Context: an optimization exercise on an open-source flow, tuned for small area. The choices shown serve that exercise and are no tape-out recipe. In this exercise RTL edits were held to simulation tests only and were not proved equivalent to the original. Power figures rest on the tool's default switching activity, not on a simulated workload.

<file path="design/flow/design.v">
module uart_rx(
	input clk,
	input rst,
	input rx,
	output reg [1:0] sel,		 
	output reg [6:0] q2,		 
	output reg [6:0] q3,		 
	output run,					 
	output go,					 
	output [7:0] s_h,
	output [7:0] s_l,
	output led1,
	output led2,
	output led3
);
localparam [3:0] C_BLANK = 4'd10;
localparam [3:0] C_ERR = 4'd11;
reg [10:0] cnt;
reg idle;
reg [3:0] rx_cnt;		 
reg dc;					 
reg [3:0] ch, cl;		 
reg [2:0] dn;			 
reg [7:0] para;
reg [3:0] seg_h, seg_l;	 
wire [10:0] cnt_inc = cnt + 11'd1;
wire bit_end = (cnt_inc == 11'd1920);
wire start = idle && !rx && (cnt_inc == 11'd960);
wire done = !idle && rx_cnt[3] && rx_cnt[0] && bit_end && rx;
wire sample = !idle && !rx_cnt[3] && bit_end;
function [3:0] cls_next;
	input [3:0] c;
	input [2:0] i;
	input b;
	case (i)
		3'd0: cls_next = {3'b000, b};
		3'd1: cls_next = {2'b00, b, c[0]};
		3'd2: cls_next = {1'b0, b, c[1:0]};
		3'd3: cls_next = !b ? c : (c[2:1] == 2'b00) ? {3'b100, c[0]} : C_ERR;
		3'd4: cls_next = (c == C_ERR) ? C_ERR : b ? c : (c == 4'd0) ? C_BLANK : C_ERR;
		3'd5: cls_next = (c == C_ERR) ? C_ERR : (b == (c != C_BLANK)) ? c : C_ERR;
		default: cls_next = b ? C_ERR : c;
	endcase
endfunction
wire [3:0] c_new = cls_next(dc ? cl : ch, rx_cnt[2:0], rx);
wire h_dig = (ch <= 4'd9);
wire l_dig = (cl <= 4'd9);
wire [7:0] para_a = h_dig ? {4'd0, ch} : para;
wire [7:0] para_b = l_dig ? (para_a * 8'd10 + {4'd0, cl}) : para_a;
assign go = done && (dn == 3'd3);
assign run = (dn == 3'd4);
always @(posedge clk) begin
	if (start) begin
		ch <= C_BLANK;
		cl <= C_BLANK;
	end else if (sample) begin
		if (dc)
			cl <= c_new;
		else
			ch <= c_new;
	end
end
always @(posedge clk or posedge rst) begin
	if (rst) begin
		cnt <= 0;
		idle <= 1'b1;
		rx_cnt <= 0;
		dc <= 1'b0;
		dn <= 0;
		para <= 0;
		sel <= 0;
		q2 <= 0;
		q3 <= 0;
		seg_h <= C_BLANK;
		seg_l <= C_BLANK;
	end else begin
		if (idle) begin
			if (!rx) begin
				if (start) begin
					cnt <= 11'd1;
					idle <= 1'b0;
				end else
					cnt <= cnt_inc;
			end
		end else begin
			cnt <= bit_end ? 11'd0 : cnt_inc;
			if (bit_end) begin
				if (!rx_cnt[3]) begin
					rx_cnt <= rx_cnt + 4'd1;
				end else if (!rx_cnt[0]) begin
					rx_cnt <= 4'd9;
				end else begin
					rx_cnt <= 0;
					if (!rx)
						dc <= ~dc;
					else begin
						idle <= 1'b1;
						dc <= 1'b0;
					end
				end
			end
		end
		if (done) begin
			seg_h <= ch;
			seg_l <= cl;
			para <= para_b;
			case (dn)
				3'd0: sel <= (para_b == 8'd1) ? 2'd1 : (para_b == 8'd2) ? 2'd2 :
				             (para_b == 8'd3) ? 2'd3 : 2'd0;
				3'd1: q2 <= para_b[6:0];
				3'd2: q3 <= para_b[6:0];
				default: ;
			endcase
			if (dn != 3'd4)
				dn <= dn + 3'd1;
		end
	end
end
function [6:0] pat;
	input [3:0] c;
	case (c)
		4'd0: pat = 7'b0111111;
		4'd1: pat = 7'b0000110;
		4'd2: pat = 7'b1011011;
		4'd3: pat = 7'b1001111;
		4'd4: pat = 7'b1100110;
		4'd5: pat = 7'b1101101;
		4'd6: pat = 7'b1111101;
		4'd7: pat = 7'b0000111;
		4'd8: pat = 7'b1111111;
		4'd9: pat = 7'b1101111;
		4'd10: pat = 7'b0000000;
		default: pat = 7'b1111001;
	endcase
endfunction
assign s_h = {1'b0, pat(seg_h)};
assign s_l = {1'b0, pat(seg_l)};
assign led1 = (sel == 2'd3);
assign led2 = (q2 == 7'd6);
assign led3 = (q3 == 7'd10);
endmodule
module motion(
	input clk,
	input rst,
	input [1:0] sel,
	input [6:0] q2,
	input [6:0] q3,
	input run,
	input go,
	output pul1,
	output pul2,
	output dir1,
	output dir2,
	output stop
);
reg [7:0] t;
reg px, py, dx, dy, stp;
reg [15:0] A;
reg [15:0] B;
reg [15:0] D;
reg rf;
reg [1:0] rn;
wire s_line = (sel == 2'd1);
wire tick_r = (t == 8'd10) || (t == 8'd90) || (t == 8'd170);
wire tick_c = (t == 8'd7) || (t == 8'd67) || (t == 8'd127) || (t == 8'd187);
wire ev = (t == 8'd39);
wire act_l = run && s_line && !stp && ev;
wire act_r = run && (sel == 2'd2) && !stp && tick_r;
wire act_c = run && (sel == 2'd3) && tick_c;
wire [6:0] kx = B[6:0];
wire [6:0] ky = B[13:7];
wire hit_x = (q3 != 0) && (kx == q3 - 7'd1);
wire hit_y = (q2 != 0) && (ky == q2 - 7'd1);
reg [10:0] astar_m1;		 
always @* begin
	case (q2)
		7'd0: astar_m1 = 11'd0;
		7'd1: astar_m1 = 11'd0;
		7'd2: astar_m1 = 11'd0;
		7'd3: astar_m1 = 11'd1;
		7'd4: astar_m1 = 11'd1;
		7'd5: astar_m1 = 11'd2;
		7'd6: astar_m1 = 11'd4;
		7'd7: astar_m1 = 11'd5;
		7'd8: astar_m1 = 11'd7;
		7'd9: astar_m1 = 11'd9;
		7'd10: astar_m1 = 11'd11;
		7'd11: astar_m1 = 11'd14;
		7'd12: astar_m1 = 11'd16;
		7'd13: astar_m1 = 11'd19;
		7'd14: astar_m1 = 11'd22;
		7'd15: astar_m1 = 11'd26;
		7'd16: astar_m1 = 11'd30;
		7'd17: astar_m1 = 11'd33;
		7'd18: astar_m1 = 11'd38;
		7'd19: astar_m1 = 11'd42;
		7'd20: astar_m1 = 11'd46;
		7'd21: astar_m1 = 11'd51;
		7'd22: astar_m1 = 11'd56;
		7'd23: astar_m1 = 11'd62;
		7'd24: astar_m1 = 11'd67;
		7'd25: astar_m1 = 11'd73;
		7'd26: astar_m1 = 11'd79;
		7'd27: astar_m1 = 11'd85;
		7'd28: astar_m1 = 11'd92;
		7'd29: astar_m1 = 11'd98;
		7'd30: astar_m1 = 11'd105;
		7'd31: astar_m1 = 11'd112;
		7'd32: astar_m1 = 11'd120;
		7'd33: astar_m1 = 11'd127;
		7'd34: astar_m1 = 11'd135;
		7'd35: astar_m1 = 11'd143;
		7'd36: astar_m1 = 11'd152;
		7'd37: astar_m1 = 11'd160;
		7'd38: astar_m1 = 11'd169;
		7'd39: astar_m1 = 11'd178;
		7'd40: astar_m1 = 11'd187;
		7'd41: astar_m1 = 11'd197;
		7'd42: astar_m1 = 11'd207;
		7'd43: astar_m1 = 11'd217;
		7'd44: astar_m1 = 11'd227;
		7'd45: astar_m1 = 11'd237;
		7'd46: astar_m1 = 11'd248;
		7'd47: astar_m1 = 11'd259;
		7'd48: astar_m1 = 11'd270;
		7'd49: astar_m1 = 11'd282;
		7'd50: astar_m1 = 11'd293;
		7'd51: astar_m1 = 11'd305;
		7'd52: astar_m1 = 11'd317;
		7'd53: astar_m1 = 11'd330;
		7'd54: astar_m1 = 11'd342;
		7'd55: astar_m1 = 11'd355;
		7'd56: astar_m1 = 11'd368;
		7'd57: astar_m1 = 11'd382;
		7'd58: astar_m1 = 11'd395;
		7'd59: astar_m1 = 11'd409;
		7'd60: astar_m1 = 11'd423;
		7'd61: astar_m1 = 11'd437;
		7'd62: astar_m1 = 11'd452;
		7'd63: astar_m1 = 11'd467;
		7'd64: astar_m1 = 11'd482;
		7'd65: astar_m1 = 11'd497;
		7'd66: astar_m1 = 11'd513;
		7'd67: astar_m1 = 11'd528;
		7'd68: astar_m1 = 11'd544;
		7'd69: astar_m1 = 11'd560;
		7'd70: astar_m1 = 11'd577;
		7'd71: astar_m1 = 11'd594;
		7'd72: astar_m1 = 11'd610;
		7'd73: astar_m1 = 11'd628;
		7'd74: astar_m1 = 11'd645;
		7'd75: astar_m1 = 11'd663;
		7'd76: astar_m1 = 11'd681;
		7'd77: astar_m1 = 11'd699;
		7'd78: astar_m1 = 11'd717;
		7'd79: astar_m1 = 11'd736;
		7'd80: astar_m1 = 11'd755;
		7'd81: astar_m1 = 11'd774;
		7'd82: astar_m1 = 11'd793;
		7'd83: astar_m1 = 11'd813;
		7'd84: astar_m1 = 11'd833;
		7'd85: astar_m1 = 11'd853;
		7'd86: astar_m1 = 11'd873;
		7'd87: astar_m1 = 11'd894;
		7'd88: astar_m1 = 11'd914;
		7'd89: astar_m1 = 11'd935;
		7'd90: astar_m1 = 11'd957;
		7'd91: astar_m1 = 11'd978;
		7'd92: astar_m1 = 11'd1000;
		7'd93: astar_m1 = 11'd1022;
		7'd94: astar_m1 = 11'd1044;
		7'd95: astar_m1 = 11'd1067;
		7'd96: astar_m1 = 11'd1090;
		7'd97: astar_m1 = 11'd1113;
		7'd98: astar_m1 = 11'd1136;
		7'd99: astar_m1 = 11'd1160;
		7'd100: astar_m1 = 11'd1183;
		7'd101: astar_m1 = 11'd1207;
		7'd102: astar_m1 = 11'd1232;
		7'd103: astar_m1 = 11'd1256;
		7'd104: astar_m1 = 11'd1281;
		7'd105: astar_m1 = 11'd1306;
		7'd106: astar_m1 = 11'd1331;
		7'd107: astar_m1 = 11'd1357;
		7'd108: astar_m1 = 11'd1382;
		7'd109: astar_m1 = 11'd1408;
		7'd110: astar_m1 = 11'd1435;
		7'd111: astar_m1 = 11'd1461;
		7'd112: astar_m1 = 11'd1488;
		7'd113: astar_m1 = 11'd1515;
		7'd114: astar_m1 = 11'd1542;
		7'd115: astar_m1 = 11'd1570;
		7'd116: astar_m1 = 11'd1598;
		7'd117: astar_m1 = 11'd1626;
		7'd118: astar_m1 = 11'd1654;
		7'd119: astar_m1 = 11'd1682;
		7'd120: astar_m1 = 11'd1711;
		7'd121: astar_m1 = 11'd1740;
		7'd122: astar_m1 = 11'd1769;
		7'd123: astar_m1 = 11'd1799;
		7'd124: astar_m1 = 11'd1829;
		7'd125: astar_m1 = 11'd1859;
		7'd126: astar_m1 = 11'd1889;
		7'd127: astar_m1 = 11'd1920;
		default: astar_m1 = 11'd0;
	endcase
end
wire x_neg = A[15];
wire y_neg = B[15];
wire c1 = !x_neg && !y_neg && !stp;
wire c2 = x_neg && !y_neg;
wire c3 = x_neg && y_neg;
wire c4 = !x_neg && y_neg;
wire cq = c1 || c2 || c3 || c4;
wire ge = c1 ? !D[15] : c2 ? (~A[10:0] == astar_m1) : 1'b1;
wire c_tx = (c1 && ge) || (c2 && !ge) || c3;	 
wire c_ty = cq && !c_tx;						 
wire tog_x = (act_l && hit_x) || (act_r && !rf) || (act_c && c_tx);
wire tog_y = (act_l && hit_y) || (act_r && rf) || (act_c && c_ty);
wire a_up = c3;
wire [15:0] A_sum = A + (a_up ? 16'd1 : 16'hffff);
wire lp = rf ? py : px;							 
wire cnt_dec = act_l ? px : lp;					 
wire A_hit = (A[15:1] == 15'd0) && (A[0] == cnt_dec);	 
wire load_q3 = act_r && !rf;
wire [6:0] qs = load_q3 ? q3 : q2;
wire [15:0] T = {qs, 7'd0} - {7'd0, qs, 2'd0};
wire inc_x = act_l && !hit_x && (q3 != 0);
wire inc_y = act_l && !hit_y && (q2 != 0);
wire [15:0] B_add = act_c ? (c2 ? 16'hffff : 16'd1) : {8'd0, inc_y, 6'd0, inc_x};
wire [15:0] B_sum = B + B_add;
wire x_pos = !x_neg && (A != 16'd0);
wire step_x = act_c && c_tx && px;
wire step_y = act_c && c_ty && py;
wire d_x = step_x && c1 && x_pos;
wire d_y = step_y && c1;
wire [15:0] D_sum = D + (d_x ? {~A_sum[14:0], 1'b1} : {B[14:0], 1'b1});
always @(posedge clk) begin
	if (go || (act_r && A_hit))
		A <= T;
	else if ((act_l && hit_x && px) || (act_r && cnt_dec) || step_x)
		A <= A_sum;
end
always @(posedge clk or posedge rst) begin
	if (rst) begin
		t <= 0;
		px <= 1'b1;
		py <= 1'b1;
		dx <= 1'b0;
		dy <= 1'b0;
		stp <= 1'b0;
		B <= 0;
		D <= 0;
		rf <= 1'b0;
		rn <= 0;
	end else begin
		if (go && s_line)
			t <= 0;
		else if (run && s_line)
			t <= ev ? 8'd0 : t + 8'd1;
		else
			t <= (t == 8'd239) ? 8'd0 : t + 8'd1;
		if (tog_x)
			px <= ~px;
		if (tog_y)
			py <= ~py;
		if (act_l) begin
			B[6:0] <= hit_x ? 7'd0 : B_sum[6:0];
			B[13:7] <= hit_y ? 7'd0 : B_sum[13:7];
		end else if (step_y)
			B <= B_sum;
		if (d_x || d_y)
			D <= D_sum;
		if ((act_l && hit_x && A_hit) || (act_r && rf && A_hit && rn == 2'd1) || (step_y && c4))
			stp <= 1'b1;
		if (act_r && A_hit) begin
			rf <= ~rf;
			if (rf)
				rn <= rn + 2'd1;
		end
		if (act_r && A_hit) begin
			if (rf)
				dy <= ~dy;
			else
				dx <= ~dx;
		end
		if (act_c && cq) begin
			dx <= y_neg;
			dy <= !x_neg;
		end
	end
end
assign pul1 = px;
assign pul2 = py;
assign dir1 = dx;
assign dir2 = dy;
assign stop = stp;
endmodule
module top(
	input clk,
	input rst,
	output stop,
	input rx,
	output [7:0]segment_h,
	output [7:0]segment_l,
	output pul1,
	output pul2,
	output dir1,
	output dir2,
	output led1,
	output led2,
	output led3
);
wire [1:0] sel;
wire [6:0] q2, q3;
wire run, go;
uart_rx uart_rx(
	.clk(clk), .rst(rst), .rx(rx),
	.sel(sel), .q2(q2), .q3(q3), .run(run), .go(go),
	.s_h(segment_h), .s_l(segment_l),
	.led1(led1), .led2(led2), .led3(led3)
);
motion motion(
	.clk(clk), .rst(rst),
	.sel(sel), .q2(q2), .q3(q3), .run(run), .go(go),
	.pul1(pul1), .pul2(pul2), .dir1(dir1), .dir2(dir2), .stop(stop)
);
endmodule
</file>
<file path="design/flow/run.sh">
#!/bin/bash
# synth_recipe.tcl (not shown) runs the flow's synth.tcl, then flattens the netlist and writes it again
# the make line also repeats each setting of config.mk as NAME=value (left out here)
make -C /OpenROAD-flow-scripts/flow DESIGN_CONFIG=/design/flow/config.mk WORK_HOME=/design/flow/orfs CLKGATE_MAP_FILE= SYNTH_SCRIPT=/design/flow/synth_recipe.tcl finish
</file>
<file path="design/flow/config.mk">
export PLATFORM = sky130hd
export DESIGN_NAME = top
export DESIGN_NICKNAME = top
export VERILOG_FILES = /design/flow/design.v
export SDC_FILE = /design/flow/constraint.sdc
export NUM_CORES = 4
export LEC_CHECK = 0
export ABC_AREA = 1
export CAP_MARGIN = 20
export CORE_MARGIN = 2
export CORE_UTILIZATION = 65
export CTS_BUF_LIST = sky130_fd_sc_hd__clkbuf_4 sky130_fd_sc_hd__clkbuf_8
export CTS_CLUSTER_DIAMETER = 100
export CTS_CLUSTER_SIZE = 40
export SLEW_MARGIN = 20
</file>
<file path="design/flow/constraint.sdc">
create_clock -name core_clock -period 16.0 [get_ports {clk}]
set_input_delay 3.2000 -clock core_clock [delete_from_list [all_inputs] [get_ports {clk}]]
set_output_delay 3.2000 -clock core_clock [all_outputs]
set_load 0.01 [all_outputs]
</file>
==> results.txt, run 1 <==
Core Region=17200 sq um; gp weighted congestion=0.992; total clock sinks=124; vias=11113; HP Class=reg2reg; H-tree levels=4; TritonCTS Buffers=17; compound-gate portion of the synthesized area=15.0%; Adder-Cell Fraction of Synth Area=12.0%; full die area=approximately 18000 sq um; Area Overhead vs Synth=6.40%; area share of the largest cell type after synthesis=20.6%; Slew Limit Headroom=26.0%; vias in the first global route=10231; worst setup path class=reg2out; Seq/Total Area, Yosys=between 20% and 30%; antenna violations before repair=0; Avg Synthesized Cell Area=6.90 sq um; post-synthesis mux area share=0.188%; Min-Delay Endpoint=motion.rn[1]$_DFFE_PP0P_; layout cells sized above 1=5.30%; leak pwr=5.88 nW; Inst Count DP=1852; fraction of registers with async set/reset=80.6%; Hold-fix buffers, CTS=0; DRC=0; total track usage=33.5%; clk_skew=approximately 13 ps; max frequency=163 MHz; Reg2Reg Launch Point=uart_rx.q2[0]$_DFFE_PP0P_; CTS tree=built; Required @ worst endpoint=~13000 ps; final setup violation count=0; top cells by area, synth=dfrtp_1 21%, nand2_1 15%, ha_1 11%, nand3_1 6.4%, inv_1 5.5%; min-delay src=motion.rn[1]$_DFFE_PP0P_; main combinational cell family by area after synthesis=simple AND/OR/NAND/NOR gates; status=no timing/DRC/antenna violations; final net count=1755; Final Max Tran Viols=0; clk latency of the worst-skew pair=450 ps; prevailing post-synth register cell=dfrtp_1; Synth Area in XOR/XNOR=6.58%; Rows=48; VDD IR max=50.7 uV; reg2reg path depth=28; Post-synth EDFFs=16; chip width=136 microns; min cycle time layout=between 6000 and 7000 ps; Mapped Area=~11000 sq um; nature of the critical path endpoint=output port; Initial DRC Count=between 1000 and 1500; post-CTS setup buffer count=0; first-pass GRT wire length=49500 microns; Power Dens Cells=52.7 nW/um^2; Slew @ Worst Pin=1110 ps; Initial Util=65.9%; hold path cells=2; Total Wirelength=around 30000 microns; crit share post-route=around two fifths; I/O pins=27; Final Hold Viols=0; Simple-Gate Fraction of Synth Area=30.1%; clk root buf=clkbuf_8; Ant. Diodes=0; RSZ-0062 raised after global routing=no; CP max FO=32; largest net degree at the start of global routing=63; cell taking the most area after synthesis=dfrtp_1; Yosys reg bits=124; Max Cap Viol=0; Clock Path Buffers=2; drt wl/cell=15.9 microns; library cells used by synthesis=slightly below 60; synthesis warning total=2; drt pass-1 iters=5; FF-to-FF setup slack=10060 ps; Fin Setup TNS=0 ps; GR Overflow Total=0; clk slew on worst S/H paths=80 ps; Port-buffer cells=24; CP Data Arrival Time=2940 ps; Post-DP HPWL=~23000 microns; ANT nets after route=0; reg2reg end=motion.D[13]$_DFFE_PP0P_; crit path launch type=flop; Gate Count Post-Synth=1640; die height=136 microns; Final Instance Count excl. Fillers=between 1500 and 2000; Vias/cell=just under 6; PostCTS Resize Cnt=0
[registers in the layout (all words and copies together), names as in the netlist, 3 cells and up]
signal,flops
motion.t,8
motion.A,16
uart_rx.cnt,11
motion.D,16
uart_rx.seg_l,4
uart_rx.cl,4
uart_rx.q2,7
motion.B,16
uart_rx.seg_h,4
uart_rx.q3,7
uart_rx.rx_cnt,4
uart_rx.para,8
uart_rx.ch,4
uart_rx.dn,3
[critical path, cell delays in order (launching register included)]
cell             delay (ps)
dfrtp_1                1080
inv_2                   470
nor4_1                  350
clkdlybuf4s50_1         590
[Yosys cell counts, types with 3 or more instances]
| cell type | count |
|---|---|
| nand2_1 | 451 |
| inv_1 | 166 |
| nand3_1 | 144 |
| o21ai_0 | 119 |
| nor2_1 | 112 |
| ha_1 | 101 |
| dfrtp_1 | 93 |
| a21oi_1 | 86 |
| xor2_1 | 64 |
| o21ai_1 | 37 |
| nand4_1 | 22 |
| nor3_1 | 22 |
| xnor2_1 | 21 |
| buf_2 | 16 |
| edfxtp_1 | 16 |
| clkbuf_1 | 13 |
| inv_2 | 12 |
| a31oi_1 | 11 |
| buf_4 | 10 |
| o211ai_1 | 10 |
| dfxtp_1 | 8 |
| o31ai_1 | 8 |
| dfstp_2 | 7 |
| nand3b_1 | 7 |
| nor2_2 | 6 |
| or2_2 | 6 |
| fa_1 | 5 |
| nand2_2 | 5 |
| a211oi_1 | 4 |
| a21o_1 | 4 |
| buf_6 | 4 |
| nor4_1 | 4 |
| o21bai_1 | 4 |
| o32ai_1 | 4 |
| o2111ai_1 | 3 |
| o21ai_2 | 3 |
| o22ai_1 | 3 |
[per-layer routing]
metal / part of all wire, % / track usage, %
met5: 0 / 0
met4: 2.2 / 9.78
met3: 7.7 / 6.38
met2: 46 / 54.2
met1: 44 / 45.8
[power breakdown]
part,switching (W),internal (W)
clock network,0.000146,0.000144
registers,0.00000123,0.000319
logic,0.0000150,0.00000965
total,0.000162,0.000473
[cell usage in the layout, fill, tap and decap left out, types with 24 or more instances in the layout]
cell type,count
a21oi_1,86
clkdlybuf4s50_1,24
dfrtp_1,93
ha_1,101
inv_1,165
nand2_1,451
nand3_1,144
nor2_1,112
o21ai_0,119
o21ai_1,37
xor2_1,64
[metrics by stage]
stage | hold slack, ps | instance area [sq um] | worst slack (ps) | power (W) | util (%)
2_1_floorplan | 426 | 11300 | 10190 | 0.000342 | -
3_3_place_gp | 469 | 11600 | 9790 | 0.000351 | 67.8
3_5_place_dp | 478 | 11600 | 9750 | 0.000352 | 67.8
4_1_cts | 492 | 12000 | 9910 | 0.000638 | 70.1
5_1_grt | 520 | 12000 | 9450 | 0.000655 | 70.1
6_report | 490 | 12000 | 9860 | 0.000635 | 70.1
[worst max-delay path by stage]
stage,from,to,cells after the start
6_report,uart_rx.q2[2]$_DFFE_PP0P_,led2,3
5_1_grt,uart_rx.q2[2]$_DFFE_PP0P_,motion.D[13]$_DFFE_PP0P_,31
4_1_cts,uart_rx.q2[2]$_DFFE_PP0P_,led2,3
3_5_place_dp,rx,motion.A[5]$_DFFE_PP_,8
3_3_place_gp,rx,motion.A[13]$_DFFE_PP_,8
2_1_floorplan,rst,motion.B[0]$_DFFE_PP0P_,1
[layout make-up]
cell class | count | area, sq um
multi-input cells | 1293 | 7250
flip-flops and latches | 124 | 3150
clock buffers | 18 | 241
fillers | 1545 | 5130
inverters | 181 | 684
repair buffers | 29 | 278
well taps | 225 | 282
clock inverters | 14 | 158
[logic make-up after synthesis]
group,after synthesis
xor+xnor,85
buf+inv,224
fa+ha+maj,106
flops,124
compound gates,305
simple gates,793
mux,2
other cells,1
==> inputs of run 2 (changes only) <==
==> design/flow/config.mk (replaced) <==
export PLATFORM = sky130hd
export DESIGN_NAME = top
export DESIGN_NICKNAME = top
export VERILOG_FILES = /design/flow/design.v
export SDC_FILE = /design/flow/constraint.sdc
export NUM_CORES = 4
export LEC_CHECK = 0
export CAP_MARGIN = 20
export CORE_MARGIN = 2
export CORE_UTILIZATION = 40
export SLEW_MARGIN = 20
==> run 2 against run 1 <==
Net effect:
- total power increased by 13%
- still clean
- register-to-register slack better by 350 ps
- core utilization down 26 points
- sequential power about the same
- cell count is 3.6% lower
- largest cell class unchanged
- count of clock-buffer cells in the layout is 2 higher
- critical path type unchanged
==> results.txt, run 2 <==
most frequent cells after synthesis=134 x nand2_1, 127 x nor2_1, 104 x o21ai_0; antenna violations before repair=0; drt wl/cell=17.0 microns; Simple-Gate Fraction of Synth Area=21.0%; GR Overflow Total=0; Vias/cell=roughly 5.7; Clock Path Buffers=2; largest net degree at the start of global routing=74; CTS tree=built; worst setup path class=reg2out; ANT nets after route=0; Total Wirelength=between 30000 and 40000 microns; max frequency=170 MHz; Yosys reg bits=124; TritonCTS Buffers=17; Final Max Tran Viols=0; Final Hold Viols=0; most frequent cells in the layout=134 x nand2_1, 127 x nor2_1, 103 x o21ai_0; VDD IR max=69.2 uV; library cells used by synthesis=97; Seq/Total Area, Yosys=a little over a quarter; Slew Limit Headroom=34.3%; drt pass-1 iters=8; Avg Synthesized Cell Area=8.28 sq um; Core Region=29400 sq um; reg2reg path depth=21; switching power=0.000159 W; total clock sinks=124; sequential power share=~44%; Rows=63; Top Registers=motion.A: 16 flops, motion.B: 16 flops, motion.D: 16 flops; cell taking the most area after synthesis=dfrtp_1; clk latency of the worst-skew pair=around 430 ps; Internal Power=0.000559 W; layout cells sized above 1=7.57%; Power Dens Cells=55.6 nW/um^2; final net count=1523; CP Data Arrival Time=around 2700 ps; clock share of power=54.6%; most common cell after layout, fill and taps aside=nand2_1; total track usage=20.2%; post-CTS setup buffer count=0; H-tree levels=4; Fin Setup TNS=0 ps; Hold-fix buffers, CTS=0; DRC=0; area share of the largest cell type after synthesis=19.6%; chip width=around 180 microns; RSZ-0062 raised after global routing=no; clk root buf=clkbuf_16; Top delay family on crit path=flip-flops; die height=roughly 180 microns; CP max FO=20; Required @ worst endpoint=about 13000 ps; HP Class=reg2reg; nature of the critical path endpoint=output port; status=no timing/DRC/antenna violations; Post-synth EDFFs=16; crit path launch type=flop; reg2reg end=motion.B[15]$_DFFE_PP0P_; final setup violation count=0; main combinational cell family by area after synthesis=compound AO/OA/AOI/OAI gates; FF-to-FF setup slack=10410 ps; PostCTS Resize Cnt=0; Inst Count DP=1785; CP max stage cell=dfrtp_1; CP Cell Sequence=inv_1 > ha_1 > and3_1 > clkdlybuf4s50_1; clk slew on worst S/H paths=60 ps; Area after DPL=12300 sq um; Gate Count Post-Synth=approximately 1400; vias=10394; full die area=around 31000 sq um; synthesis warning total=2; most common cell in the netlist=nand2_1; vias in the first global route=9772; Adder-Cell Fraction of Synth Area=between 10 and 15%; Slew @ Worst Pin=974 ps; compound-gate portion of the synthesized area=a little over a fifth; crit share post-route=36.8%; Area Overhead vs Synth=8.98%; hold path cells=2; Gate power share=between 1 and 1.5%; top cells by area, synth=dfrtp_1 20%, ha_1 11%, xnor2_1 4.5%, o21ai_0 4.4%, nand2_1 4.2%; Port-buffer cells=24; Initial DRC Count=983; design area=~13000 sq um; leak pwr=5.48 nW; Hold Slack=just under 500 ps; gp weighted congestion=0.919; min-delay src=motion.rn[1]$_DFFE_PP0P_; post-synthesis mux area share=6.32%; fin util=44.0%; fraction of registers with async set/reset=roughly 80%; switching portion of total power=22.2%; Max Cap Viol=0; I/O pins=27; Reg2Reg Launch Point=uart_rx.q2[2]$_DFFE_PP0P_; Initial Util=approximately two fifths; Final Instance Count excl. Fillers=1817; clk_skew=approximately 15 ps; prevailing post-synth register cell=dfrtp_1; Ant. Diodes=0; CP peak stage delay=810 ps; Post-DP HPWL=22500 microns; Mapped Area=11900 sq um; crit path buf inv count=2; min cycle time layout=5890 ps; first-pass GRT wire length=51000 microns; Min-Delay Endpoint=motion.rn[1]$_DFFE_PP0P_; Synth Area in XOR/XNOR=7.83%
run 2: metrics by stage:
| step | setup WS (ps) | power, W |
|---|---|---|
| after global routing | 9930 | 0.000744 |
| after detailed placement | 9800 | 0.000332 |
| final | 10110 | 0.000719 |
| after floorplan | 10190 | 0.000330 |
| after global placement | 9880 | 0.000332 |
| after CTS | 10120 | 0.000730 |
run 2: layer usage:
layer | GRT usage (%) | vias to the layer above | share of wire (%)
li1 | - | 5157 | -
met1 | 28.4 | 4938 | 48
met2 | 32.0 | 246 | 46
met3 | 2.99 | 53 | 4.4
met4 | 6.44 | 0 | 2.2
met5 | 0 | - | 0
run 2: logic make-up (layout without fill, tap and decap cells):
logic type | count (synthesis) | after routing
other | 1 | 2
XOR/XNOR | 106 | 106
AND/OR/NAND/NOR | 500 | 500
buffers and inverters | 143 | 136
flip-flops | 124 | 124
adder cells (fa/ha/maj) | 106 | 106
multiplexers | 66 | 66
AO/OA/AOI/OAI | 387 | 387
run 2: area by class of cell:
cell class              count  area [sq um]
repair buffers             36           330
well taps                 390           488
clock buffers              20           489
flip-flops and latches    124          3150
inverters                  68           258
clock inverters            12           120
fillers                  2910         16500
multi-input cells        1167          8090
run 2: how the worst max path moves through the flow:
stage | cells past startpoint | from | endpoint | slack [ps]
global placement | 5 | rx | uart_rx.sel[0]$_DFFE_PP0P_ | 9880
finish | 4 | uart_rx.q2[0]$_DFFE_PP0P_ | led2 | 10110
detailed placement | 5 | rx | uart_rx.sel[1]$_DFFE_PP0P_ | 9800
CTS | 4 | uart_rx.q2[0]$_DFFE_PP0P_ | led2 | 10120
global route | 20 | uart_rx.q2[1]$_DFFE_PP0P_ | motion.B[15]$_DFFE_PP0P_ | 9930
floorplan | 1 | rst | motion.B[0]$_DFFE_PP0P_ | 10190
run 2: power groups by stage:
stage | clock network (W) | registers, W | logic (W)
floorplan | 0 | 0.000324 | 0.00000586
global placement | 0 | 0.000324 | 0.00000826
detailed placement | 0 | 0.000324 | 0.00000830
CTS | 0.000403 | 0.000318 | 0.00000833
global route | 0.000416 | 0.000318 | 0.00000929
finish | 0.000393 | 0.000318 | 0.00000783
run 2: worst min-delay path: cells and delay by family, from the launching register on:
kind	cells	cell delay, ps
AOI/OAI and AO/OA	1	60
DFF	1	340
and+or+nand+nor	1	40
==> inputs of run 3 (changes only) <==
--- a/design/flow/design.v
+++ b/design/flow/design.v
@@ -4,7 +4,7 @@
 	input rx,
 	output reg [1:0] sel,		 
 	output reg [6:0] q2,		 
-	output reg [6:0] q3,		 
+	output [6:0] q3,			 
 	output run,					 
 	output go,					 
 	output [7:0] s_h,
@@ -70,7 +70,6 @@
 		para <= 0;
 		sel <= 0;
 		q2 <= 0;
-		q3 <= 0;
 		seg_h <= C_BLANK;
 		seg_l <= C_BLANK;
 	end else begin
@@ -103,12 +102,12 @@
 		if (done) begin
 			seg_h <= ch;
 			seg_l <= cl;
-			para <= para_b;
+			if (!dn[2] && dn != 3'd3)
+				para <= para_b;
 			case (dn)
 				3'd0: sel <= (para_b == 8'd1) ? 2'd1 : (para_b == 8'd2) ? 2'd2 :
 				             (para_b == 8'd3) ? 2'd3 : 2'd0;
 				3'd1: q2 <= para_b[6:0];
-				3'd2: q3 <= para_b[6:0];
 				default: ;
 			endcase
 			if (dn != 3'd4)
@@ -137,7 +136,8 @@
 assign s_l = {1'b0, pat(seg_l)};
 assign led1 = (sel == 2'd3);
 assign led2 = (q2 == 7'd6);
-assign led3 = (q3 == 7'd10);
+assign led3 = (dn[2] || dn == 3'd3) && (para[6:0] == 7'd10);
+assign q3 = para[6:0];
 endmodule
 module motion(
 	input clk,
@@ -153,17 +153,19 @@
 	output dir2,
 	output stop
 );
-reg [7:0] t;
+reg [3:0] t16, t15;
 reg px, py, dx, dy, stp;
 reg [15:0] A;
-reg [15:0] B;
+reg [14:0] B;
 reg [15:0] D;
 reg rf;
 reg [1:0] rn;
 wire s_line = (sel == 2'd1);
-wire tick_r = (t == 8'd10) || (t == 8'd90) || (t == 8'd170);
-wire tick_c = (t == 8'd7) || (t == 8'd67) || (t == 8'd127) || (t == 8'd187);
-wire ev = (t == 8'd39);
+wire t5_0 = (t15 == 4'd0) || (t15 == 4'd5) || (t15 == 4'd10);
+wire t5_4 = (t15 == 4'd4) || (t15 == 4'd9) || (t15 == 4'd14);
+wire tick_r = (t16 == 4'd10) && t5_0;
+wire tick_c = (t16[1:0] == 2'd3) && (t15 == 4'd7);
+wire ev = (t16[2:0] == 3'd7) && t5_4;
 wire act_l = run && s_line && !stp && ev;
 wire act_r = run && (sel == 2'd2) && !stp && tick_r;
 wire act_c = run && (sel == 2'd3) && tick_c;
@@ -274,39 +276,11 @@
 		7'd97: astar_m1 = 11'd1113;
 		7'd98: astar_m1 = 11'd1136;
 		7'd99: astar_m1 = 11'd1160;
-		7'd100: astar_m1 = 11'd1183;
-		7'd101: astar_m1 = 11'd1207;
-		7'd102: astar_m1 = 11'd1232;
-		7'd103: astar_m1 = 11'd1256;
-		7'd104: astar_m1 = 11'd1281;
-		7'd105: astar_m1 = 11'd1306;
-		7'd106: astar_m1 = 11'd1331;
-		7'd107: astar_m1 = 11'd1357;
-		7'd108: astar_m1 = 11'd1382;
-		7'd109: astar_m1 = 11'd1408;
-		7'd110: astar_m1 = 11'd1435;
-		7'd111: astar_m1 = 11'd1461;
-		7'd112: astar_m1 = 11'd1488;
-		7'd113: astar_m1 = 11'd1515;
-		7'd114: astar_m1 = 11'd1542;
-		7'd115: astar_m1 = 11'd1570;
-		7'd116: astar_m1 = 11'd1598;
-		7'd117: astar_m1 = 11'd1626;
-		7'd118: astar_m1 = 11'd1654;
-		7'd119: astar_m1 = 11'd1682;
-		7'd120: astar_m1 = 11'd1711;
-		7'd121: astar_m1 = 11'd1740;
-		7'd122: astar_m1 = 11'd1769;
-		7'd123: astar_m1 = 11'd1799;
-		7'd124: astar_m1 = 11'd1829;
-		7'd125: astar_m1 = 11'd1859;
-		7'd126: astar_m1 = 11'd1889;
-		7'd127: astar_m1 = 11'd1920;
-		default: astar_m1 = 11'd0;
+		default: astar_m1 = 11'd0;	 
 	endcase
 end
 wire x_neg = A[15];
-wire y_neg = B[15];
+wire y_neg = B[14];
 wire c1 = !x_neg && !y_neg && !stp;
 wire c2 = x_neg && !y_neg;
 wire c3 = x_neg && y_neg;
@@ -327,8 +301,8 @@
 wire [15:0] T = {qs, 7'd0} - {7'd0, qs, 2'd0};
 wire inc_x = act_l && !hit_x && (q3 != 0);
 wire inc_y = act_l && !hit_y && (q2 != 0);
-wire [15:0] B_add = act_c ? (c2 ? 16'hffff : 16'd1) : {8'd0, inc_y, 6'd0, inc_x};
-wire [15:0] B_sum = B + B_add;
+wire [14:0] B_add = act_c ? (c2 ? 15'h7fff : 15'd1) : {7'd0, inc_y, 6'd0, inc_x};
+wire [14:0] B_sum = B + B_add;
 wire x_pos = !x_neg && (A != 16'd0);
 wire step_x = act_c && c_tx && px;
 wire step_y = act_c && c_ty && py;
@@ -343,7 +317,8 @@
 end
 always @(posedge clk or posedge rst) begin
 	if (rst) begin
-		t <= 0;
+		t16 <= 0;
+		t15 <= 0;
 		px <= 1'b1;
 		py <= 1'b1;
 		dx <= 1'b0;
@@ -354,12 +329,13 @@
 		rf <= 1'b0;
 		rn <= 0;
 	end else begin
-		if (go && s_line)
-			t <= 0;
-		else if (run && s_line)
-			t <= ev ? 8'd0 : t + 8'd1;
-		else
-			t <= (t == 8'd239) ? 8'd0 : t + 8'd1;
+		if (go && s_line) begin
+			t16 <= 0;
+			t15 <= 0;
+		end else begin
+			t16 <= t16 + 4'd1;
+			t15 <= (t15 == 4'd14) ? 4'd0 : t15 + 4'd1;
+		end
 		if (tog_x)
 			px <= ~px;
 		if (tog_y)
--- a/design/flow/config.mk
+++ b/design/flow/config.mk
@@ -5,7 +5,11 @@
 export SDC_FILE = /design/flow/constraint.sdc
 export NUM_CORES = 4
 export LEC_CHECK = 0
+export ABC_AREA = 1
 export CAP_MARGIN = 20
 export CORE_MARGIN = 2
-export CORE_UTILIZATION = 40
+export CORE_UTILIZATION = 65
+export CTS_BUF_LIST = sky130_fd_sc_hd__clkbuf_4 sky130_fd_sc_hd__clkbuf_8
+export CTS_CLUSTER_DIAMETER = 100
+export CTS_CLUSTER_SIZE = 40
 export SLEW_MARGIN = 20
==> run 3 against run 2 <==
Net effect:
- still clean
- sequential power decreased by 1%
- core utilization up 28 points
- fmax up 0.30%
- total power decreased by 14%
- wire length is 8.5% lower
- register-to-register slack worse by 280 ps
- combinational power rose to 5.3 times the previous value
- count of clock-buffer cells in the layout shrank 1
- die area fell by 44%
- critical path type is now reg2reg
- largest cell class unchanged
==> results.txt, run 3 <==
Reg2Reg Launch Point=uart_rx.q2[4]$_DFFE_PP0P_; largest net degree at the start of global routing=71; Clock Path Buffers=2; Slew Limit Headroom=around two fifths; I/O pins=27; Fin Setup TNS=0 ps; met3 WL=2060 microns; worst setup path class=reg2reg; fraction of registers with async set/reset=79.3%; Total Wirelength=28200 microns; cell taking the most area after synthesis=dfrtp_1; DRC=0; clk_skew=just over 20 ps; cell repeated most along the worst path=nand2_1; clk latency of the worst-skew pair=460 ps; Hold-fix buffers, CTS=0; crit path launch type=flop; PostCTS Resize Cnt=0; reg2reg end=motion.D[13]$_DFFE_PP0P_; Top Registers=motion.A: 16 flops, motion.D: 16 flops, motion.B: 15 flops; layout cells sized above 1=4.32%; leak pwr=approximately 5.7 nW; antenna violations before repair=0; Vias/cell=5.80; Post-DP HPWL=21800 microns; Ant. Diodes=0; CP max FO=19; gp weighted congestion=1.02; area share of the largest cell type after synthesis=19.9%; Max Cap Viol=0; crit path buf inv count=3; Gate Count Post-Synth=1571; CP Data Arrival Time=6180 ps; Mapped Area=10700 sq um; Seq/Total Area, Yosys=27.6%; Rows=46; min-delay src=motion.rn[0]$_DFFE_PP0P_; most frequent cells after synthesis=400 x nand2_1, 193 x inv_1, 139 x nor2_1; most common cell after layout, fill and taps aside=nand2_1; H-tree levels=4; Initial Util=66.9%; most frequent cells in the layout=400 x nand2_1, 192 x inv_1, 138 x nor2_1; chip width=132 microns; Post-synth EDFFs=16; Top delay family on crit path=simple AND/OR/NAND/NOR gates; drt pass-1 iters=6; Slew @ Worst Pin=897 ps; post-CTS setup buffer count=0; CTS tree=built; hold path cells=1; top cells by area, synth=dfrtp_1 20%, nand2_1 14%, ha_1 12%, inv_1 6.8%, o21ai_0 6.0%; RSZ-0062 raised after global routing=no; Yosys reg bits=116; Top Metal Used=met4; Final Hold Viols=0; Final Max Tran Viols=0; Power Dens Cells=roughly 54 nW/um^2; met2 wire length=about 13000 microns; max frequency=approximately 170 MHz; ANT nets after route=0; CP peak stage delay=770 ps; FF-to-FF setup slack=10130 ps; synthesis warning total=2; Core Region=16000 sq um; Initial DRC Count=1020; GR Overflow Total=0; vias in the first global route=10025; final net count=1692; crit share post-route=36.7%; clk root buf=clkbuf_8; total clock sinks=116; library cells used by synthesis=54; vias=10512; Min-Delay Endpoint=motion.rn[0]$_DFFE_PP0P_; TritonCTS Buffers=17; nature of the critical path endpoint=flop; HP Class=reg2reg; first-pass GRT wire length=47100 microns; total track usage=32.8%; Hold Slack=487 ps; metal1 wirelength=between 10000 and 15000 microns; full die area=17500 sq um; most common cell in the netlist=nand2_1; status=no timing/DRC/antenna violations; Required @ worst endpoint=about 16000 ps; final setup violation count=0; Avg Synthesized Cell Area=about 6.8 sq um; Levels on crit path=29; min cycle time layout=5870 ps; die height=about 130 microns; drt wl/cell=15.6 microns; clk slew on worst S/H paths=70 ps; Area Overhead vs Synth=6.97%; reg2reg path depth=29; Port-buffer cells=24; prevailing post-synth register cell=dfrtp_1; CP max stage cell=nor2_1; VDD IR max=between 90 and 100 uV
[run 3: worst max path at each step]
| stage | start | end | slack (ps) |
|---|---|---|---|
| 2_1_floorplan | rst | motion.B[0]$_DFFE_PP0P_ | 10420 |
| 6_report | uart_rx.q2[4]$_DFFE_PP0P_ | motion.D[13]$_DFFE_PP0P_ | 10130 |
| 4_1_cts | uart_rx.q2[0]$_DFFE_PP0P_ | motion.D[13]$_DFFE_PP0P_ | 10300 |
| 3_5_place_dp | rx | motion.A[3]$_DFFE_PP_ | 10270 |
| 5_1_grt | uart_rx.q2[0]$_DFFE_PP0P_ | motion.D[13]$_DFFE_PP0P_ | 9470 |
| 3_3_place_gp | rx | motion.A[3]$_DFFE_PP_ | 10340 |
[run 3: metal layers]
metal / global-route usage [%] / vias up
li1: - / 5228
met5: 0 / -
met4: 10.7 / 0
met3: 7.42 / 67
met1: 42.6 / 4830
met2: 54.4 / 387
[run 3: final cells by class]
class	instances	area (sq um)
Fill cell	1470	4550
Multi-Input combinational cell	1219	6820
Tap cell	216	270
Timing Repair Buffer	27	263
Sequential cell	116	2950
Clock inverter	13	125
Inverter	202	761
Clock buffer	19	255
[run 3: cells by family (layout without fill, tap and decap cells)]
family	Yosys count	in the layout	synth area share, %
other	1	2	0.0350
muxes	5	5	0.479
AOI/OAI and AO/OA	292	292	15.0
adders and majority gates	106	106	12.7
buffers and inverters	237	261	8.73
xor gates and xnor gates	77	77	6.30
and+or+nand+nor	737	737	29.1
DFF	116	116	27.6
[run 3: worst reg2reg max path, delay by kind of cell (launching register included)]
kind	cells	cell delay [ps]
compound gates	7	1350
xor+xnor	1	130
fa+ha+maj	1	350
buf+inv	3	340
flops	1	610
simple gates	17	2970
[run 3: power by group]
part | switching [W] | leakage [nW] | internal (W)
logic | 0.0000274 | 4.06 | 0.0000138
registers | 0.00000768 | 1.49 | 0.000306
clock network | 0.000136 | 0.179 | 0.000130
[run 3: through the flow]
stage	util [%]	area, sq um	total power (W)	setup slack [ps]	std cells
after floorplan	-	10700	0.000351	10420	1572
after global placement	69.1	11100	0.000358	10340	1780
after detailed placement	69.1	11100	0.000360	10270	1780
after CTS	71.5	11400	0.000623	10300	1812
after global routing	71.5	11400	0.000642	9470	1812
final	71.5	11400	0.000621	10130	1812
==> inputs of run 4 (changes only) <==
==> design/flow/flow/run.sh (new file) <==
#!/bin/bash
# Standard layout with a smaller clock tree (no dummy loads, one buffer type)
# and the smallest buffer on the ports. Each tool's log is under orfs/logs;
# the whole make output goes to standard.log.
set -euo pipefail
export CTS_ARGS="-sink_clustering_enable -repair_clock_nets -sink_clustering_size 40 -sink_clustering_max_diameter 150 -buf_list sky130_fd_sc_hd__clkbuf_8 -root_buf sky130_fd_sc_hd__clkbuf_8 -dont_use_dummy_load"
export BUFFER_PORTS_ARGS="-buffer_cell sky130_fd_sc_hd__buf_1"
bash standard.sh > standard.log 2>&1
==> design/flow/standard.sh (new file) <==
#!/bin/bash
# synth_recipe.tcl (not shown) runs the flow's synth.tcl, then flattens the netlist and writes it again
# the make line also repeats each setting of config.mk as NAME=value (left out here)
make -C /OpenROAD-flow-scripts/flow DESIGN_CONFIG=/design/flow/config.mk WORK_HOME=/design/flow/orfs CLKGATE_MAP_FILE= SYNTH_SCRIPT=/design/flow/synth_recipe.tcl "${@:-finish}"
removed: design/flow/run.sh
==> run 4 against run 3 <==
Net effect:
- die area unchanged
- critical path depth is 1 lower
- final area down 2.6%
- total power fell by 12%
- sequential power hardly changed
- count of clock-buffer cells in the layout is 2 lower
- core utilization is 1.9 points lower
- cell count fell by 0.83%
- combinational power down 3%
- sequential cell count is the same
- synthesized area unchanged
- clock skew is 29 ps higher
- highest routed layer unchanged
==> results.txt, run 4 <==
Top delay family on crit path=simple AND/OR/NAND/NOR gates; Clock Path Buffers=2; cell repeated most along the worst path=nand2_1; chip width=132 microns; antenna violations before repair=0; hold path cells=2; final setup violation count=0; Reg2Reg Launch Point=uart_rx.q2[4]$_DFFE_PP0P_; nature of the critical path endpoint=flop; H-tree levels=4; VDD IR max=just under 70 uV; CTS tree=built; RSZ-0062 raised after global routing=no; status=no timing/DRC/antenna violations; Total Wirelength=28400 microns; GR Overflow Total=0; Hold-fix buffers, CTS=0; reg2reg path depth=28; HP Class=reg2reg; Power Dens Cells=49.2 nW/um^2; fillers=1457; min-delay src=uart_rx.para[7]$_DFFE_PP0P_; crit share post-route=36.7%; most common cell in the netlist=nand2_1; Core Region=between 15000 and 20000 sq um; Post-synth EDFFs=16; max frequency=170 MHz; ANT nets after route=0; CP max FO=19; crit path buf inv count=3; Area Overhead vs Synth=4.20%; Levels on crit path=28; TritonCTS Buffers=17; Top Registers=motion.A: 16 flops, motion.D: 16 flops, motion.B: 15 flops; Min-Delay Endpoint=uart_rx.para[7]$_DFFE_PP0P_; Initial Util=66.9%; Area after DPL=~11000 sq um; min cycle time layout=just under 6000 ps; Vias/cell=5.85; I/O pins=27; drt pass-1 iters=6; full die area=17500 sq um; Required @ worst endpoint=16290 ps; leak pwr=about 5.6 nW; Final Max Tran Viols=0; most frequent cells in the layout=400 x nand2_1, 192 x inv_1, 138 x nor2_1; clk latency of the worst-skew pair=460 ps; design area=11100 sq um; CP peak stage delay=850 ps; crit path launch type=flop; Gate Count Post-Synth=1571; fin util=69.7%; reg2reg end=motion.D[13]$_DFFE_PP0P_; DRC=0; most frequent cells after synthesis=400 x nand2_1, 193 x inv_1, 139 x nor2_1; Ant. Diodes=0; Port-buffer cells=24; Max Cap Viol=0; CP max stage cell=nor2_1; area share of the largest cell type after synthesis=19.9%; CP Data Arrival Time=about 6200 ps; clk root buf=clkbuf_8; top cells by area, synth=dfrtp_1 20%, nand2_1 14%, ha_1 12%, inv_1 6.8%, o21ai_0 6.0%; Seq/Total Area, Yosys=27.6%; FF-to-FF setup slack=10130 ps; Initial DRC Count=1068; worst setup path class=reg2reg; clk slew on worst S/H paths=approximately 70 ps; die height=132 microns; area of the multi-input gates=6820 sq um; fraction of registers with async set/reset=roughly four fifths; cell taking the most area after synthesis=dfrtp_1; largest net degree at the start of global routing=74; clk_skew=around 49 ps; synthesis warning total=2; Mapped Area=between 10000 and 15000 sq um; Post-DP HPWL=between 20000 and 25000 microns; Register Area=2950 sq um; Slew @ Worst Pin=1030 ps; drt wl/cell=15.8 microns; total track usage=approximately a third; layout cells sized above 1=between 3 and 4%; Yosys reg bits=approximately 120; gp weighted congestion=0.998; most common cell after layout, fill and taps aside=nand2_1; first-pass GRT wire length=46700 microns; PostCTS Resize Cnt=0; vias in the first global route=9617; prevailing post-synth register cell=dfrtp_1; Rows=46; vias=10511; Fin Setup TNS=0 ps; final net count=1692; library cells used by synthesis=54; Final Hold Viols=0; Avg Synthesized Cell Area=between 6 and 7 sq um; total clock sinks=about 120; post-CTS setup buffer count=0; Slew Limit Headroom=30.5%
run 4: metrics by stage:
stage / hold slack, ps / std cells / setup WS (ps) / power (W)
finish: 479 / 1797 / 10130 / 0.000549
global route: 510 / 1797 / 9590 / 0.000570
CTS: 483 / 1797 / 10380 / 0.000551
detailed placement: 469 / 1780 / 10400 / 0.000359
global placement: 465 / 1780 / 10500 / 0.000358
floorplan: 442 / 1572 / 10420 / 0.000351
run 4: cells by family after synthesis:
family                   synth area share (%)
AND/OR/NAND/NOR                          29.1
AO/OA/AOI/OAI                            15.0
buffers and inverters                    8.73
flip-flops                               27.6
adder cells (fa/ha/maj)                  12.7
XOR/XNOR                                 6.30
multiplexers                            0.479
other                                  0.0350
run 4: worst max path at each step:
| stage | end | from | slack (ps) |
|---|---|---|---|
| CTS | motion.D[13]$_DFFE_PP0P_ | uart_rx.q2[4]$_DFFE_PP0P_ | 10380 |
| global route | motion.D[13]$_DFFE_PP0P_ | uart_rx.q2[4]$_DFFE_PP0P_ | 9590 |
| detailed placement | motion.D[13]$_DFFE_PP0P_ | uart_rx.q2[4]$_DFFE_PP0P_ | 10400 |
| floorplan | motion.B[0]$_DFFE_PP0P_ | rst | 10420 |
| global placement | motion.D[13]$_DFFE_PP0P_ | uart_rx.q2[4]$_DFFE_PP0P_ | 10500 |
| finish | motion.D[13]$_DFFE_PP0P_ | uart_rx.q2[4]$_DFFE_PP0P_ | 10130 |
run 4: worst register-to-register path, delay by kind of cell (launching register included):
kind / cells / cell delay (ps)
adders and majority gates: 1 / 330
AOI/OAI and AO/OA: 8 / 1530
DFF: 1 / 600
and+or+nand+nor: 15 / 2820
xor gates and xnor gates: 1 / 110
buffers and inverters: 3 / 320
run 4: layout make-up:
class | instances | share of cell area [%]
timing repair buffer | 27 | 1.01
inverter | 202 | 6.82
tap | 216 | 2.42
sequential | 116 | 26.5
clock buffer | 17 | 2.10
multi-input combinational | 1219 | 61.2
run 4: power by group:
group	internal, W	leakage [nW]	switching [W]	total (W)
clock	0.0000929	0.122	0.000102	0.000195
combinational	0.0000133	4.00	0.0000266	0.0000399
sequential	0.000307	1.49	0.00000747	0.000314
run 4: metal layers:
| layer | GRT usage (%) | part of all wire, % | wire length [microns] |
|---|---|---|---|
| met2 | 53.2 | 46 | 13200 |
| met1 | 44.4 | 44 | 12400 |
| met4 | 9.98 | 2.4 | 680 |
| met5 | 0 | 0 | 0 |
| met3 | 6.07 | 7.5 | 2120 |
==> inputs of run 5 (changes only) <==
--- a/design/flow/design.v
+++ b/design/flow/design.v
@@ -23,9 +23,12 @@
 reg [2:0] dn;			 
 reg [7:0] para;
 reg [3:0] seg_h, seg_l;	 
-wire [10:0] cnt_inc = cnt + 11'd1;
-wire bit_end = (cnt_inc == 11'd1920);
-wire start = idle && !rx && (cnt_inc == 11'd960);
+localparam [10:0] S1 = 11'h001;		 
+localparam [10:0] S959 = 11'h607;		 
+localparam [10:0] S1919 = 11'h37e;		 
+wire [10:0] cnt_inc = {cnt[9:0], ~(cnt[10] ^ cnt[8])};
+wire bit_end = (cnt == S1919);
+wire start = idle && !rx && (cnt == S959);
 wire done = !idle && rx_cnt[3] && rx_cnt[0] && bit_end && rx;
 wire sample = !idle && !rx_cnt[3] && bit_end;
 function [3:0] cls_next;
@@ -76,7 +79,7 @@
 		if (idle) begin
 			if (!rx) begin
 				if (start) begin
-					cnt <= 11'd1;
+					cnt <= S1;
 					idle <= 1'b0;
 				end else
 					cnt <= cnt_inc;
@@ -161,18 +164,18 @@
 reg rf;
 reg [1:0] rn;
 wire s_line = (sel == 2'd1);
-wire t5_0 = (t15 == 4'd0) || (t15 == 4'd5) || (t15 == 4'd10);
-wire t5_4 = (t15 == 4'd4) || (t15 == 4'd9) || (t15 == 4'd14);
+wire t5_0 = (t15 == 4'h0) || (t15 == 4'hd) || (t15 == 4'h2);
+wire t5_4 = (t15 == 4'he) || (t15 == 4'h9) || (t15 == 4'h8);
 wire tick_r = (t16 == 4'd10) && t5_0;
-wire tick_c = (t16[1:0] == 2'd3) && (t15 == 4'd7);
+wire tick_c = (t16[1:0] == 2'd3) && (t15 == 4'h6);
 wire ev = (t16[2:0] == 3'd7) && t5_4;
 wire act_l = run && s_line && !stp && ev;
 wire act_r = run && (sel == 2'd2) && !stp && tick_r;
 wire act_c = run && (sel == 2'd3) && tick_c;
 wire [6:0] kx = B[6:0];
 wire [6:0] ky = B[13:7];
-wire hit_x = (q3 != 0) && (kx == q3 - 7'd1);
-wire hit_y = (q2 != 0) && (ky == q2 - 7'd1);
+wire nz3 = (q3 != 0);
+wire nz2 = (q2 != 0);
 reg [10:0] astar_m1;		 
 always @* begin
 	case (q2)
@@ -299,14 +302,13 @@
 wire load_q3 = act_r && !rf;
 wire [6:0] qs = load_q3 ? q3 : q2;
 wire [15:0] T = {qs, 7'd0} - {7'd0, qs, 2'd0};
-wire inc_x = act_l && !hit_x && (q3 != 0);
-wire inc_y = act_l && !hit_y && (q2 != 0);
-wire [14:0] B_add = act_c ? (c2 ? 15'h7fff : 15'd1) : {7'd0, inc_y, 6'd0, inc_x};
+wire [14:0] B_add = act_c ? (c2 ? 15'h7fff : 15'd1) : {7'd0, nz2, 6'd0, nz3};
 wire [14:0] B_sum = B + B_add;
-wire x_pos = !x_neg && (A != 16'd0);
+wire hit_x = nz3 && (B_sum[6:0] == q3);
+wire hit_y = nz2 && (B_sum[13:7] == q2);
 wire step_x = act_c && c_tx && px;
 wire step_y = act_c && c_ty && py;
-wire d_x = step_x && c1 && x_pos;
+wire d_x = step_x && c1;			 
 wire d_y = step_y && c1;
 wire [15:0] D_sum = D + (d_x ? {~A_sum[14:0], 1'b1} : {B[14:0], 1'b1});
 always @(posedge clk) begin
@@ -334,7 +336,7 @@
 			t15 <= 0;
 		end else begin
 			t16 <= t16 + 4'd1;
-			t15 <= (t15 == 4'd14) ? 4'd0 : t15 + 4'd1;
+			t15 <= {t15[2:0], ~(t15[3] ^ t15[2])};
 		end
 		if (tog_x)
 			px <= ~px;
==> design/flow/flow/run.sh (replaced) <==
#!/bin/bash
# The standard layout (standard.sh) with these changes:
#  - synthesis maps adders and comparators with Yosys's default ripple
#    structures: no Kogge-Stone carry lookahead (SYNTH_OPERATIONS_ARGS set)
#    and no separate half/full adder cells (ADDER_MAP_FILE empty); the
#    registers are the same as the standard synthesis's
#  - clock tree: one buffer type and no dummy loads
#  - the smallest buffer on the ports
# Each tool's log is under orfs/logs; make's whole output goes to own.log.
set -euo pipefail
export CTS_ARGS="-sink_clustering_enable -repair_clock_nets -buf_list sky130_fd_sc_hd__clkbuf_8 -root_buf sky130_fd_sc_hd__clkbuf_8 -dont_use_dummy_load"
export BUFFER_PORTS_ARGS="-buffer_cell sky130_fd_sc_hd__buf_1"
sed 's|CLKGATE_MAP_FILE= |CLKGATE_MAP_FILE= ADDER_MAP_FILE= SYNTH_OPERATIONS_ARGS=-noshare |' standard.sh > own.sh
grep -q 'ADDER_MAP_FILE= SYNTH_OPERATIONS_ARGS=-noshare' own.sh
bash own.sh > own.log 2>&1
--- a/design/flow/config.mk
+++ b/design/flow/config.mk
@@ -9,7 +9,4 @@
 export CAP_MARGIN = 20
 export CORE_MARGIN = 2
 export CORE_UTILIZATION = 65
-export CTS_BUF_LIST = sky130_fd_sc_hd__clkbuf_4 sky130_fd_sc_hd__clkbuf_8
-export CTS_CLUSTER_DIAMETER = 100
-export CTS_CLUSTER_SIZE = 40
 export SLEW_MARGIN = 20
==> run 5 against run 4 <==
Net effect:
- first-iteration DRC count is 28% higher
- core utilization is 0.32 points lower
- count of clock-buffer cells in the layout stayed put
- combinational power is 27% lower
- die area is 8.8% lower
- sequential share of layout area is 2.7 points higher
- hold slack worse by 8.0 ps
- global-route usage is 1.2 points higher
- largest cell class unchanged
- largest power group unchanged
- highest routed layer unchanged
==> results.txt, run 5 <==
Rows=44; H-tree levels=4; Final Max Tran Viols=0; Yosys reg bits=116; clk_skew=~29 ps; CP max stage cell=dfrtp_1; Clock Path Buffers=2; drt wl/cell=15.0 microns; Area after DPL=approximately 9900 sq um; layout cells sized above 1=4.05%; fin util=69.4%; nature of the critical path endpoint=output port; Post-DP HPWL=20500 microns; worst setup path class=reg2out; Final Instance Count excl. Fillers=roughly 1800; Top delay family on crit path=simple AND/OR/NAND/NOR gates; Mapped Area=9730 sq um; top cells by area, synth=dfrtp_1 22%, nand2_1 20%, inv_1 8.1%, nand3_1 6.8%, nor2_1 6.1%; fillers=1387; VDD IR max=48.6 uV; Final Hold Viols=0; GR Overflow Total=0; CTS tree=built; largest net degree at the start of global routing=58; status=no timing/DRC/antenna violations; Fin Setup TNS=0 ps; CP max FO=20; Gate Count Post-Synth=1603; Ant. Diodes=0; Top Registers=motion.A: 16 flops, motion.D: 16 flops, motion.B: 15 flops; Port-buffer cells=24; die height=approximately 130 microns; clk slew on worst S/H paths=70 ps; most frequent cells after synthesis=531 x nand2_1, 211 x inv_1, 157 x nor2_1; TritonCTS Buffers=17; Slew @ Worst Pin=996 ps; leak pwr=5.18 nW; PnR Total Power=0.000535 W; Slew Limit Headroom=33.0%; most common cell after layout, fill and taps aside=nand2_1; Core Region=14600 sq um; full die area=16000 sq um; Vias/cell=between 5 and 6; PostCTS Resize Cnt=0; antenna violations before repair=0; clk root buf=clkbuf_8; design area=10100 sq um; clk latency of the worst-skew pair=460 ps; Hold-fix buffers, CTS=0; crit share post-route=about 34%; vias=10407; Initial DRC Count=1367; I/O pins=27; Post-synth EDFFs=16; total clock sinks=roughly 120; Max Cap Viol=0; final setup violation count=0; Avg Synthesized Cell Area=approximately 6.1 sq um; FF-to-FF setup slack=11030 ps; fraction of registers with async set/reset=79.3%; CP peak stage delay=640 ps; chip width=about 130 microns; synthesis warning total=2; prevailing post-synth register cell=dfrtp_1; ANT nets after route=0; max frequency=186 MHz; Required @ worst endpoint=12800 ps; most frequent cells in the layout=531 x nand2_1, 210 x inv_1, 157 x nor2_1; cell taking the most area after synthesis=dfrtp_1; total track usage=33.9%; vias in the first global route=between 9000 and 10000; drt pass-1 iters=6; Total Wirelength=26900 microns; Inst Count DP=~1800; gp weighted congestion=between 0.9 and 1; DRC=0; crit path launch type=flop; area share of the largest cell type after synthesis=21.9%; Seq/Total Area, Yosys=just over 30%; first-pass GRT wire length=around 44000 microns; most common cell in the netlist=nand2_1; final net count=between 1500 and 2000; library cells used by synthesis=between 50 and 60; RSZ-0062 raised after global routing=no; CP Data Arrival Time=around 2200 ps; HP Class=reg2reg; post-CTS setup buffer count=0; Initial Util=around 67%; min cycle time layout=5370 ps; CP Cell Sequence=nor2_1 > inv_1 > nor4_1 > buf_1; Power Dens Cells=approximately 53 nW/um^2; crit path buf inv count=2; Area Overhead vs Synth=3.97%
==> run 5: changes by cell type in the layout (fill, tap and decap cells not counted), sizes merged, moves of 5 or more <==
cell / before / now
nand2: 404 / 537
ha: 101 / 0
a21oi: 97 / 73
nor2: 143 / 162
o21ai: 137 / 120
inv: 200 / 216
nand3: 124 / 138
xor2: 51 / 37
nand4: 17 / 27
xnor2: 26 / 16
or2: 7 / 13
fa: 5 / 0
==> run 5: metrics by stage <==
| step | hold WS [ps] | setup WS, ps |
|---|---|---|
| final | 471 | 10630 |
| after detailed placement | 464 | 10540 |
| after floorplan | 427 | 10420 |
| after global placement | 452 | 10610 |
| after CTS | 478 | 10660 |
| after global routing | 506 | 10520 |
==> run 5: path summary, 6_finish.rpt <==
| check | to | from | depth (start not counted) |
|---|---|---|---|
| setup / recovery | led2 | uart_rx.q2[4]$_DFFE_PP0P_ | 4 |
| setup reg to reg | motion.A[8]$_DFFE_PP_ | uart_rx.dn[0]$_DFFE_PP0P_ | 24 |
| min in group asynchronous | motion.t15[2]$_DFF_PP0_ | rst | 2 |
| max in group asynchronous | uart_rx.q2[0]$_DFFE_PP0P_ | rst | 3 |
| hold / removal | motion.rn[0]$_DFFE_PP0P_ | motion.rn[0]$_DFFE_PP0P_ | 1 |
| hold reg to reg | motion.rn[0]$_DFFE_PP0P_ | motion.rn[0]$_DFFE_PP0P_ | 1 |
==> run 5: final cells by class <==
type	count	area (sq um)	share of cell area [%]
timing repair buffer	29	128	1.26
tap	184	230	2.27
multi-input combinational	1226	5760	56.9
clock buffer	17	234	2.31
sequential	116	2950	29.2
inverter	216	813	8.04
==> run 5: worst register-to-register path, stage by stage (launching register included) <==
cell	delay (ps)
dfrtp_1	420
nor2_1	230
nand2_2	160
nor2_1	160
nand2_2	140
nor2_2	550
inv_1	380
nand2_1	140
nand2_1	70
nor2_1	120
a21oi_1	70
nor2_1	170
a21oi_1	100
a21oi_2	240
nand2_1	80
nand2_1	100
nand2_1	80
nand2_1	60
nand2_1	70
nand2_1	90
nor2_1	50
nor4_1	610
nand2_1	160
o2111ai_1	110
buf_4	270
==> run 5: power by group <==
group          internal [W]  total [W]  switching (W)  leakage (nW)
Combinational    0.00000851  0.0000291      0.0000206          3.59
Sequential         0.000305   0.000311     0.00000623          1.47
Clock             0.0000927   0.000195       0.000102         0.122
Total              0.000406   0.000535       0.000129          5.18
==> run 5: cells by family after synthesis <==
family          Yosys count  share of synthesized area [%]
compound gates          244                           13.8
xor+xnor                 53                           4.77
buf+inv                 262                           10.6
flops                   116                           30.3
mux                       1                          0.103
other cells               1                         0.0385
simple gates            926                           40.4
==> run 5: layer usage <==
| metal | routed length (microns) | up-vias | global-route usage [%] | part of all wire (%) |
|---|---|---|---|---|
| li1 | - | 5172 | - | - |
| met1 | 11700 | 4710 | 46.4 | 43 |
| met2 | 12300 | 451 | 54.2 | 46 |
| met3 | 2120 | 74 | 6.54 | 7.9 |
| met4 | 811 | 0 | 12.0 | 3.0 |
| met5 | 0 | - | 0 | 0 |

==> static timing again, ports no longer ideal <==
The results above use ideal ports. As a check the final layouts listed here were re-extracted and re-timed, cells and wires unchanged. Step 1, drivers: a clkbuf_16 drives clk and a buf_2 each remaining input, both assumed. Step 2 times the ports against the registers' clock, not the clock port: input delays grow and output delays shrink by t, the midpoint of the rising clock arrivals with the driver on. a / b / c = ideal / step 1 / step 2; a / b = the first two.
run	t (ns)	setup slack, ns	hold WS [ns]
run 1	0.485	9.858 / 9.815 / 9.748	0.490 / 0.490 / 0.490
run 2	0.467	10.110 / 10.063 / 9.818	0.482 / 0.482 / 0.482
run 3	0.486	10.128 / 10.128 / 10.128	0.487 / 0.487 / 0.487
run 4	0.477	10.127 / 10.127 / 10.127	0.479 / 0.479 / 0.479
run 5	0.480	10.631 / 10.595 / 10.413	0.471 / 0.471 / 0.471
After both steps setup and hold are still met in every run listed. The setup slack of run 2, which loses most, moves by -0.047 ns with the drivers and by -0.292 ns with both steps.
